This is an optimization exercise on Yosys and OpenROAD, whose aim is small area and a short achievable clock period, not a production implementation.
Where RTL was checked, it was by simulation tests only, not by an equivalence proof against the original.
Power is estimated from default activity; no workload was simulated.

== run C ==
==> flow/design.v <==
`timescale 1ns / 1ps
module FIFO(clk, rst, wr_en, rd_en, buf_in, buf_out, buf_empty, buf_full, fifo_counter);
input clk, rst, wr_en, rd_en;
input [7:0] buf_in;
output [7:0] buf_out;
output buf_empty, buf_full;
output [6:0] fifo_counter;
reg [7:0] buf_out;
reg buf_full;
reg not_empty;             
wire buf_empty = ~not_empty;
reg [6:0] fifo_counter;
reg [7:0] mem [0:63];
reg [7:0] sel_lo, sel_hi;
wire do_wr = wr_en & ~buf_full;
wire do_rd = rd_en & not_empty;
wire inc = do_wr & ~do_rd;
wire dec = do_rd & ~do_wr;
integer i;
always @(posedge clk) begin
    if (do_wr) begin
        mem[0] <= buf_in;
        for (i = 1; i < 64; i = i + 1)
            mem[i] <= mem[i-1];
    end
end
wire [7:0] lo0, hi0;
fifo_dec3 u_dlo (.a(fifo_counter[2:0]), .y(lo0));
fifo_dec3 u_dhi (.a(fifo_counter[5:3]), .y(hi0));
wire [7:0] lo_up = {lo0[6:0], lo0[7]};
wire [7:0] lo_dn = {lo0[0], lo0[7:1]};
wire [7:0] hi_up = lo0[7] ? {hi0[6:0], hi0[7]} : hi0;
wire [7:0] hi_dn = lo0[0] ? {hi0[0], hi0[7:1]} : hi0;
always @(posedge clk) begin
    sel_lo <= inc ? lo_up : dec ? lo_dn : lo0;
    sel_hi <= inc ? hi_up : dec ? hi_dn : hi0;
end
wire [7:0] grp [0:7];
genvar g;
generate
    for (g = 0; g < 8; g = g + 1) begin : gm
        fifo_mux8 u_m (.sel(sel_lo),
            .d0(mem[(g*8+0+63)%64]), .d1(mem[(g*8+1+63)%64]), .d2(mem[(g*8+2+63)%64]), .d3(mem[(g*8+3+63)%64]),
            .d4(mem[(g*8+4+63)%64]), .d5(mem[(g*8+5+63)%64]), .d6(mem[(g*8+6+63)%64]), .d7(mem[(g*8+7+63)%64]),
            .y(grp[g]));
    end
endgenerate
wire [7:0] out_next;
fifo_mux9 u_mt (.sel(sel_hi & {8{do_rd}}), .hold(~do_rd),
    .d0(grp[0]), .d1(grp[1]), .d2(grp[2]), .d3(grp[3]),
    .d4(grp[4]), .d5(grp[5]), .d6(grp[6]), .d7(grp[7]), .d8(buf_out),
    .y(out_next));
always @(posedge clk or posedge rst) begin
    if (rst)
        buf_out <= 8'd0;
    else
        buf_out <= out_next;
end
always @(posedge clk or posedge rst) begin
    if (rst) begin
        fifo_counter <= 7'd0;
        not_empty <= 1'b0;
        buf_full <= 1'b0;
    end else begin
        if (inc) begin
            fifo_counter <= fifo_counter + 7'd1;
            not_empty <= 1'b1;
            buf_full <= (fifo_counter == 7'd63);
        end else if (dec) begin
            fifo_counter <= fifo_counter - 7'd1;
            not_empty <= (fifo_counter != 7'd1);
            buf_full <= 1'b0;
        end
    end
end
endmodule
module fifo_dec3(a, y);
input [2:0] a;
output [7:0] y;
assign y = 8'd1 << a;
endmodule
module fifo_mux8(sel, d0, d1, d2, d3, d4, d5, d6, d7, y);
input [7:0] sel;
input [7:0] d0, d1, d2, d3, d4, d5, d6, d7;
output [7:0] y;
assign y = ({8{sel[0]}} & d0) | ({8{sel[1]}} & d1) | ({8{sel[2]}} & d2) | ({8{sel[3]}} & d3)
         | ({8{sel[4]}} & d4) | ({8{sel[5]}} & d5) | ({8{sel[6]}} & d6) | ({8{sel[7]}} & d7);
endmodule
module fifo_mux9(sel, hold, d0, d1, d2, d3, d4, d5, d6, d7, d8, y);
input [7:0] sel;
input hold;
input [7:0] d0, d1, d2, d3, d4, d5, d6, d7, d8;
output [7:0] y;
assign y = ({8{sel[0]}} & d0) | ({8{sel[1]}} & d1) | ({8{sel[2]}} & d2) | ({8{sel[3]}} & d3)
         | ({8{sel[4]}} & d4) | ({8{sel[5]}} & d5) | ({8{sel[6]}} & d6) | ({8{sel[7]}} & d7)
         | ({8{hold}} & d8);
endmodule
Settings: LEC_CHECK=0, CAP_MARGIN=20, CORE_MARGIN=2, CORE_UTILIZATION=65, CTS_BUF_LIST=sky130_fd_sc_hd__clkbuf_16, CTS_CLUSTER_DIAMETER=100, CTS_CLUSTER_SIZE=30, SETUP_SLACK_MARGIN=2.85, SLEW_MARGIN=20, SYNTH_HIERARCHICAL=1, SYNTH_MINIMUM_KEEP_SIZE=0; clock period 5.0 ns.
run.sh (not shown) runs the stock make flow with config.mk's settings and CLKGATE_MAP_FILE= SYNTH_SCRIPT=/design/flow/synth_recipe.tcl, a recipe that flattens the netlist after the stock synthesis.
### run C -> run M
-- flow/design.v --
<<< run C, line 57
        buf_out <= out_next;
end
always @(posedge clk or posedge rst) begin
    if (rst) begin
>>> run M, line 57
        buf_out <= out_next;
end
wire [6:0] cnt_up, cnt_dn;
wire full_up, ne_dn;
fifo_step u_step (.cnt(fifo_counter), .up(cnt_up), .dn(cnt_dn), .full_up(full_up), .ne_dn(ne_dn));
always @(posedge clk or posedge rst) begin
    if (rst) begin
<<< run C, line 64
    end else begin
        if (inc) begin
            fifo_counter <= fifo_counter + 7'd1;
            not_empty <= 1'b1;
            buf_full <= (fifo_counter == 7'd63);
        end else if (dec) begin
            fifo_counter <= fifo_counter - 7'd1;
            not_empty <= (fifo_counter != 7'd1);
            buf_full <= 1'b0;
        end
>>> run M, line 67
    end else begin
        if (inc) begin
            fifo_counter <= cnt_up;
            not_empty <= 1'b1;
            buf_full <= full_up;
        end else if (dec) begin
            fifo_counter <= cnt_dn;
            not_empty <= ne_dn;
            buf_full <= 1'b0;
        end
<<< run C, line 96
         | ({8{hold}} & d8);
endmodule
>>> run M, line 99
         | ({8{hold}} & d8);
endmodule
module fifo_step(cnt, up, dn, full_up, ne_dn);
input [6:0] cnt;
output [6:0] up, dn;
output full_up, ne_dn;
assign up = cnt + 7'd1;
assign dn = cnt - 7'd1;
assign full_up = (cnt == 7'd63);
assign ne_dn = (cnt != 7'd1);
endmodule
--- outcome ---
Per the comparison of run M with run C, core area higher, switching power total now sits lower, non-clock buffer count neither gained nor lost much, signal arrival time at the worst endpoint essentially unchanged, sequential power lost about 1%. Of the two candidates, run C has the worse top achievable clock speed and run M the better one. Between run C and run M, area share of buffers outside the clock network increased. Combined area of all synthesized cells in run M is 220 um^2 higher than in run C. Run M vs. run C: wire length has increased; sequential share of layout area decreased 1.3 points; total leakage power higher; worst IR drop on VDD dropped about 10%. Diff run C -> run M: shortest period the worst path allows went down by 0.010 ns; fraction of power spent switching nets lower.
For run M, only the layout was checked, not whether the RTL still works.

-- port drivers added, routing unchanged --
The flow's constraints put no driver on any port. The routed layouts listed below were extracted and timed again, unchanged, in two steps. Step 1 sets driving cells, clkbuf_16 on the clock port and buf_2 on the other inputs (assumed; they add their load-dependent delay and slew). Step 2, shift: input delay + t, output delay - t, t = (earliest + latest rising clock arrival at the registers) / 2. This alone moves slack from input paths to output paths. Slacks: no drivers / after step 1 / after step 2; pairs: no drivers / after step 1.
run | t, ns | slack for setup (ns) | pins driven straight from the clock port
run C | 0.595 | 2.821 / 2.769 / 2.286 | 1
run M | 0.607 | 2.831 / 2.778 / 2.286 | 1
After both steps setup and hold are still met in every run listed. The setup slack of run M, which loses most, moves by -0.053 ns with the drivers and by -0.545 ns with both steps.
